Source: an optimization exercise on an open RTL-to-GDS flow (aim: small area and a short achievable clock period). Production flows keep margins and buffers that such runs may drop.
Power and IR drop assume default switching activity.

Setup of before:
==> module Radix_2_div, before the edit <==
module Radix_2_div #(
parameter[3:0]	DSIZE	= 15,
parameter[3:0]	PSIZE	= 15
)(
	input				clock,
	input				rst,
	input [DSIZE-1:0]	divisor,
	input [DSIZE-1:0]	dividend,
	output[PSIZE-1:0]	quotient,
	output[3:0]			quoexp
);
localparam [15:0] FOLD = 16'b0010_0100_1001_0000;
function integer pend;	 
	input integer t;
	integer k;
	begin
		pend = 1;
		for (k = 2; k <= t; k = k + 1)
			pend = FOLD[k] ? 1 : pend + 1;
	end
endfunction
function [14:0] srt_step;
	input [15:0] z;
	input [13:0] d;
	reg pos, neg;
	reg [14:0] dx, x, g, p;
	reg [15:0] G, P, Gn, Pn;	 
	integer i, l;
	begin
		pos = ~z[15] &  z[14];
		neg =  z[15] & ~z[14];
		dx = {1'b1, d};
		x = z[14:0] ^ dx;
		for (i = 0; i < 15; i = i + 1) begin
			g[i] = z[i] & (pos ? ~dx[i] : neg & dx[i]);
			p[i] = pos ? ~x[i] : (neg ? x[i] : z[i]);
		end
		G = {g, pos};
		P = {p, 1'b0};
		for (l = 1; l < 16; l = l * 2) begin
			Gn = G; Pn = P;
			for (i = 0; i < 16; i = i + 1)
				if (i & l) begin
					Gn[i] = G[i] | (P[i] & G[(i & ~(l-1)) - 1]);
					Pn[i] = P[i] & P[(i & ~(l-1)) - 1];
				end
			G = Gn; P = Pn;
		end
		srt_step = p ^ G[14:0];
	end
endfunction
reg	[14:0]	n1, d1;
always @(posedge clock) begin
	n1	<= dividend;
	d1	<= divisor;
end
wire [15:0]	y0 = {d1, 1'b0};
wire		s3 = ~|y0[15:8];
wire [15:0]	y1 = s3 ? {y0[7:0], 8'b0} : y0;
wire		s2 = ~|y1[15:12];
wire [15:0]	y2 = s2 ? {y1[11:0], 4'b0} : y1;
wire		s1 = ~|y2[15:14];
wire [15:0]	y3 = s1 ? {y2[13:0], 2'b0} : y2;
wire		s0 = ~y3[15];
wire [15:0]	y4 = s0 ? {y3[14:0], 1'b0} : y3;
reg	[14*15-1:0]	Zf;	 
reg	[14*14-1:0]	Df;	 
reg	[15*4-1:0]	Ef;	 
reg	[15*15-1:0]	Bf;	 
reg	[15*15-1:0]	Lf;	 
reg	[1:0]		Ztop;	 
always @(posedge clock) begin
	Zf[0 +: 15]	<= n1;
	Df[0 +: 14]	<= y4[14:1];
	Ef[0 +: 4]	<= {s3, s2, s1, s0};
end
genvar t;
generate
for (t = 1; t <= 14; t = t + 1) begin: STEP
	wire [15:0]	Z	= (t == 1) ? {1'b0, Zf[0 +: 15]} : {Zf[(t-1)*15 +: 15], 1'b0};
	wire [14:0]	S	= srt_step(Z, Df[(t-1)*14 +: 14]);
	wire		pos	= ~Z[15] &  Z[14];
	wire		neg	=  Z[15] & ~Z[14];
	always @(posedge clock) begin
		Ef[t*4 +: 4]	<= Ef[(t-1)*4 +: 4];
	end
	if (t < 14) begin: KEEPZ
		always @(posedge clock) begin
			Zf[t*15 +: 15]	<= S;
			Df[t*14 +: 14]	<= Df[(t-1)*14 +: 14];
		end
	end else begin: LASTZ
		always @(posedge clock) Ztop <= S[14:13];
	end
	if (t == 1) begin: QFIRST
		always @(posedge clock) begin
			Bf[15 +: 1]	<= pos | neg;
			Lf[15 +: 1]	<= neg;
		end
	end else if (FOLD[t]) begin: QFOLD
		localparam integer P = pend(t-1);
		wire [t-2:0]	Bp	= Bf[(t-1)*15 +: t-1];
		wire [P-1:0]	Lp	= Lf[(t-1)*15 +: P];
		wire [t-2:0]	Bn	= Bp - {Lp, 1'b0};
		always @(posedge clock) begin
			Bf[t*15 +: t]	<= {Bn, pos | neg};
			Lf[t*15 +: 1]	<= neg;
		end
	end else begin: QSHIFT
		localparam integer P = pend(t-1);
		always @(posedge clock) begin
			Bf[t*15 +: t]		<= {Bf[(t-1)*15 +: t-1], pos | neg};
			Lf[t*15 +: P+1]	<= {Lf[(t-1)*15 +: P], neg};
		end
	end
end
endgenerate
localparam integer PL = pend(14);
wire		pos0	= ~Ztop[1] &  Ztop[0];
wire		neg0	=  Ztop[1] & ~Ztop[0];
wire [14:0]	Qfin	= {Bf[14*15 +: 14], pos0 | neg0} - {Lf[14*15 +: PL], neg0, 1'b0};
reg	[4:0]	cnt;
always @(posedge clock, posedge rst) begin
	if (rst)			cnt	<= 5'd0;
	else if (!cnt[4])	cnt	<= cnt + 5'd1;
end
reg	[14:0]	Qu;
reg	[3:0]	exp;
always @(posedge clock, posedge rst) begin
	if (rst) begin
		Qu	<= 15'd0;
		exp	<= 4'd0;
	end else begin
		Qu	<= cnt[4] ? Qfin : 15'd0;
		exp	<= cnt[4] ? Ef[14*4 +: 4] : 4'd0;
	end
end
assign	quotient	= Qu;
assign	quoexp		= exp;
endmodule
make LEC_CHECK=0 CAP_MARGIN=20 CORE_MARGIN=2 CORE_UTILIZATION=40 SETUP_SLACK_MARGIN=2.0 SLEW_MARGIN=20 finish   # period 4.0 ns
run.sh (not shown) runs the stock make flow with config.mk's settings and CLKGATE_MAP_FILE= SYNTH_SCRIPT=/design/flow/synth_recipe.tcl, a recipe that flattens the netlist after the stock synthesis.
The inputs of after differ from those of before as listed below.
--- a/flow/design.v
+++ b/flow/design.v
@@ -38,15 +38,14 @@
 		end
 		G = {g, pos};
 		P = {p, 1'b0};
 		for (l = 1; l < 16; l = l * 2) begin
 			Gn = G; Pn = P;
-			for (i = 0; i < 16; i = i + 1)
-				if (i & l) begin
-					Gn[i] = G[i] | (P[i] & G[(i & ~(l-1)) - 1]);
-					Pn[i] = P[i] & P[(i & ~(l-1)) - 1];
-				end
+			for (i = l; i < 16; i = i + 1) begin
+				Gn[i] = G[i] | (P[i] & G[i-l]);
+				Pn[i] = P[i] & P[i-l];
+			end
 			G = Gn; P = Pn;
 		end
 		srt_step = p ^ G[14:0];
 	end
 endfunction
Results
- after went all the way through synthesis, placement and routing and the layout is clean on timing, DRC and antenna.
- Compared with before, after shows clock share of power lower by 3.2 points.
- Re arithmetic-cell share of the synthesized area counting full adders, half adders and majority gates: before and after aren't equal, and the higher value belongs to before.
- Taking before as the reference point, the number of antenna violations at the first check in global routing of after falls by 1.
- Delta (after minus before): shortest clock period the worst path allows after layout decreased 0.25 ns, compound-cell area share of the yosys netlist +6.2 points.
- Higher flip-flop and latch power among before and after: after
- Cmp after vs before: critical path depth lower in after
- Re layout cell share with drive strength beyond 1: before and after aren't equal, and the higher value belongs to before.
- Diff before -> after: final area rose 20%, achievable frequency increased by 0.029 GHz relative to the old numbers, post-cts repair resize count up 160, total power went up 5800 uW.
No functional check of the RTL was part of any run of this note.

========
Another version of the RTL of Radix_2_div (not shown whole).
Size: about 2,300 cells after synthesis, ~26,000 um2 of cells after synthesis.
==> module Radix_2_div, before the edit <==
module Radix_2_div #(
parameter[3:0]	DSIZE	= 15,
parameter[3:0]	PSIZE	= 15
)(
	input				clock,
	input				rst,
	input [DSIZE-1:0]	divisor,
	input [DSIZE-1:0]	dividend,
	output[PSIZE-1:0]	quotient,
	output[3:0]			quoexp
);
localparam [15:0] FOLD = 16'b0010_0100_1001_0000;
function integer pend;	 
	input integer t;
	integer k;
	begin
		pend = 1;
		for (k = 2; k <= t; k = k + 1)
			pend = FOLD[k] ? 1 : pend + 1;
	end
endfunction
function [14:0] srt_step;
	input [14:0] z;
	input pos, neg;
	input [13:0] d;
	reg [14:0] dx, op;
	reg [15:0] s;
	begin
		dx = {1'b1, d};
		op = ({15{pos}} & ~dx) | ({15{neg}} & dx);
		s = {z, 1'b1} + {op, pos};
		srt_step = s[15:1];
	end
endfunction
reg	[14:0]	n1, d1;
always @(posedge clock) begin
	n1	<= dividend;
	d1	<= divisor;
end
wire [15:0]	y0 = {d1, 1'b0};
wire		s3 = ~|y0[15:8];
wire [15:0]	y1 = s3 ? {y0[7:0], 8'b0} : y0;
wire		s2 = ~|y1[15:12];
wire [15:0]	y2 = s2 ? {y1[11:0], 4'b0} : y1;
wire		s1 = ~|y2[15:14];
wire [15:0]	y3 = s1 ? {y2[13:0], 2'b0} : y2;
wire		s0 = ~y3[15];
wire [15:0]	y4 = s0 ? {y3[14:0], 1'b0} : y3;
reg	[14*15-1:0]	Zf;	 
reg	[14:0]		Pf, Nf;	 
reg	[14*14-1:0]	Df;	 
reg	[15*4-1:0]	Ef;	 
reg	[15*15-1:0]	Bf;	 
reg	[15*15-1:0]	Lf;	 
always @(posedge clock) begin
	Zf[0 +: 15]	<= n1;
	Pf[0]		<= n1[14];
	Nf[0]		<= 1'b0;
	Df[0 +: 14]	<= y4[14:1];
	Ef[0 +: 4]	<= {s3, s2, s1, s0};
end
genvar t;
generate
for (t = 1; t <= 14; t = t + 1) begin: STEP
	wire [14:0]	Z	= (t == 1) ? Zf[0 +: 15] : {Zf[(t-1)*15 +: 14], 1'b0};
	wire		pos	= Pf[t-1];
	wire		neg	= Nf[t-1];
	wire [14:0]	S	= srt_step(Z, pos, neg, Df[(t-1)*14 +: 14]);
	always @(posedge clock) begin
		Ef[t*4 +: 4]	<= Ef[(t-1)*4 +: 4];
		Pf[t]			<= ~S[14] &  S[13];
		Nf[t]			<=  S[14] & ~S[13];
	end
	if (t < 14) begin: KEEPZ
		always @(posedge clock) begin
			Zf[t*15 +: 14]	<= S[13:0];
			Df[t*14 +: 14]	<= Df[(t-1)*14 +: 14];
		end
	end else begin: LASTZ
	end
	if (t == 1) begin: QFIRST
		always @(posedge clock) begin
			Bf[15 +: 1]	<= pos | neg;
			Lf[15 +: 1]	<= neg;
		end
	end else if (FOLD[t]) begin: QFOLD
		localparam integer P = pend(t-1);
		wire [t-2:0]	Bp	= Bf[(t-1)*15 +: t-1];
		wire [P-1:0]	Lp	= Lf[(t-1)*15 +: P];
		wire [t-2:0]	Bn	= Bp - {Lp, 1'b0};
		always @(posedge clock) begin
			Bf[t*15 +: t]	<= {Bn, pos | neg};
			Lf[t*15 +: 1]	<= neg;
		end
	end else begin: QSHIFT
		localparam integer P = pend(t-1);
		always @(posedge clock) begin
			Bf[t*15 +: t]		<= {Bf[(t-1)*15 +: t-1], pos | neg};
			Lf[t*15 +: P+1]	<= {Lf[(t-1)*15 +: P], neg};
		end
	end
end
endgenerate
localparam integer PL = pend(14);
wire		pos0	= Pf[14];
wire		neg0	= Nf[14];
wire [14:0]	Qfin	= {Bf[14*15 +: 14], pos0 | neg0} - {Lf[14*15 +: PL], neg0, 1'b0};
reg	[4:0]	cnt;
always @(posedge clock, posedge rst) begin
	if (rst)			cnt	<= 5'd0;
	else if (!cnt[4])	cnt	<= cnt + 5'd1;
end
reg	[14:0]	Qu;
reg	[3:0]	exp;
always @(posedge clock, posedge rst) begin
	if (rst) begin
		Qu	<= 15'd0;
		exp	<= 4'd0;
	end else begin
		Qu	<= cnt[4] ? Qfin : 15'd0;
		exp	<= cnt[4] ? Ef[14*4 +: 4] : 4'd0;
	end
end
assign	quotient	= Qu;
assign	quoexp		= exp;
endmodule
clock: 4.0 ns
lec_check: 0
cap_margin: 20
core_margin: 2
core_utilization: 40
slew_margin: 20
==> next run, changes <==
--- a/flow/design.v
+++ b/flow/design.v
@@ -19,21 +19,8 @@
 		for (k = 2; k <= t; k = k + 1)
 			pend = FOLD[k] ? 1 : pend + 1;
 	end
 endfunction
-function [14:0] srt_step;
-	input [14:0] z;
-	input pos, neg;
-	input [13:0] d;
-	reg [14:0] dx, op;
-	reg [15:0] s;
-	begin
-		dx = {1'b1, d};
-		op = ({15{pos}} & ~dx) | ({15{neg}} & dx);
-		s = {z, 1'b1} + {op, pos};
-		srt_step = s[15:1];
-	end
-endfunction
 reg	[14:0]	n1, d1;
 always @(posedge clock) begin
 	n1	<= dividend;
 	d1	<= divisor;
@@ -47,38 +34,37 @@
 wire [15:0]	y3 = s1 ? {y2[13:0], 2'b0} : y2;
 wire		s0 = ~y3[15];
 wire [15:0]	y4 = s0 ? {y3[14:0], 1'b0} : y3;
 reg	[14*15-1:0]	Zf;	 
-reg	[14:0]		Pf, Nf;	 
 reg	[14*14-1:0]	Df;	 
 reg	[15*4-1:0]	Ef;	 
 reg	[15*15-1:0]	Bf;	 
 reg	[15*15-1:0]	Lf;	 
+reg	[1:0]		Ztop;	 
 always @(posedge clock) begin
 	Zf[0 +: 15]	<= n1;
-	Pf[0]		<= n1[14];
-	Nf[0]		<= 1'b0;
 	Df[0 +: 14]	<= y4[14:1];
 	Ef[0 +: 4]	<= {s3, s2, s1, s0};
 end
 genvar t;
 generate
 for (t = 1; t <= 14; t = t + 1) begin: STEP
-	wire [14:0]	Z	= (t == 1) ? Zf[0 +: 15] : {Zf[(t-1)*15 +: 14], 1'b0};
-	wire		pos	= Pf[t-1];
-	wire		neg	= Nf[t-1];
-	wire [14:0]	S	= srt_step(Z, pos, neg, Df[(t-1)*14 +: 14]);
+	wire [15:0]	Z	= (t == 1) ? {1'b0, Zf[0 +: 15]} : {Zf[(t-1)*15 +: 15], 1'b0};
+	wire		pos	= ~Z[15] &  Z[14];
+	wire		neg	=  Z[15] & ~Z[14];
+	wire [14:0]	Dx	= {1'b1, Df[(t-1)*14 +: 14]};
+	wire [14:0]	op	= ({15{pos}} & ~Dx) | ({15{neg}} & Dx);
+	wire [14:0]	S	= Z[14:0] + op + {14'b0, pos};
 	always @(posedge clock) begin
 		Ef[t*4 +: 4]	<= Ef[(t-1)*4 +: 4];
-		Pf[t]			<= ~S[14] &  S[13];
-		Nf[t]			<=  S[14] & ~S[13];
 	end
 	if (t < 14) begin: KEEPZ
 		always @(posedge clock) begin
-			Zf[t*15 +: 14]	<= S[13:0];
+			Zf[t*15 +: 15]	<= S;
 			Df[t*14 +: 14]	<= Df[(t-1)*14 +: 14];
 		end
 	end else begin: LASTZ
+		always @(posedge clock) Ztop <= S[14:13];
 	end
 	if (t == 1) begin: QFIRST
 		always @(posedge clock) begin
 			Bf[15 +: 1]	<= pos | neg;
@@ -102,10 +88,10 @@
 	end
 end
 endgenerate
 localparam integer PL = pend(14);
-wire		pos0	= Pf[14];
-wire		neg0	= Nf[14];
+wire		pos0	= ~Ztop[1] &  Ztop[0];
+wire		neg0	=  Ztop[1] & ~Ztop[0];
 wire [14:0]	Qfin	= {Bf[14*15 +: 14], pos0 | neg0} - {Lf[14*15 +: PL], neg0, 1'b0};
 reg	[4:0]	cnt;
 always @(posedge clock, posedge rst) begin
 	if (rst)			cnt	<= 5'd0;
Effect: The new run went through all stages and came out clean; utilization went down by 0.38 points; power stays flat; wire length came out higher by about 8%; flip-flop and latch count is lower by 13; fmax fell by about 9%; die area falls by 0.54%; clock power goes down by about 7%; setup slack degrades by 0.30 ns; cell area goes down by about 1%; hold slack loses 0.011 ns; cell count falls by about 2.6%; critical path depth increases by 2.
Function was not checked in any run of this note: the RTL went through the layout flow alone.

==> port drivers added, routing unchanged <==
No port has a modelled driver above. Below, the same layouts with a new extraction and two added sets of constraints. Step 1 assumes that a clkbuf_16 drives the clock port and a buf_2 every other input. Step 2 times the ports against the registers' clock, not the clock port: input delays grow and output delays shrink by t, the midpoint of the rising clock arrivals with the driver on. a / b / c = no drivers / after step 1 / after step 2; a / b = the first two.
run | shift t [ns] | setup slack, ns | latest minus earliest clock arrival (ns) | worst slew at a driven data input, ns | cell pins on the clock port's net
before | 0.655 | 0.973 / 0.973 / 0.973 | 0.026 / 0.026 | 0.04 | 1
after | 0.660 | 1.219 / 1.219 / 1.219 | 0.031 / 0.032 | 0.05 | 1
the first run of note 2 | 0.655 | 1.077 / 1.077 / 1.077 | 0.013 / 0.013 | 0.04 | 1
the second run of note 2 | 0.643 | 0.775 / 0.775 / 0.775 | 0.028 / 0.029 | 0.04 | 1
After both steps setup and hold are still met in every run listed.
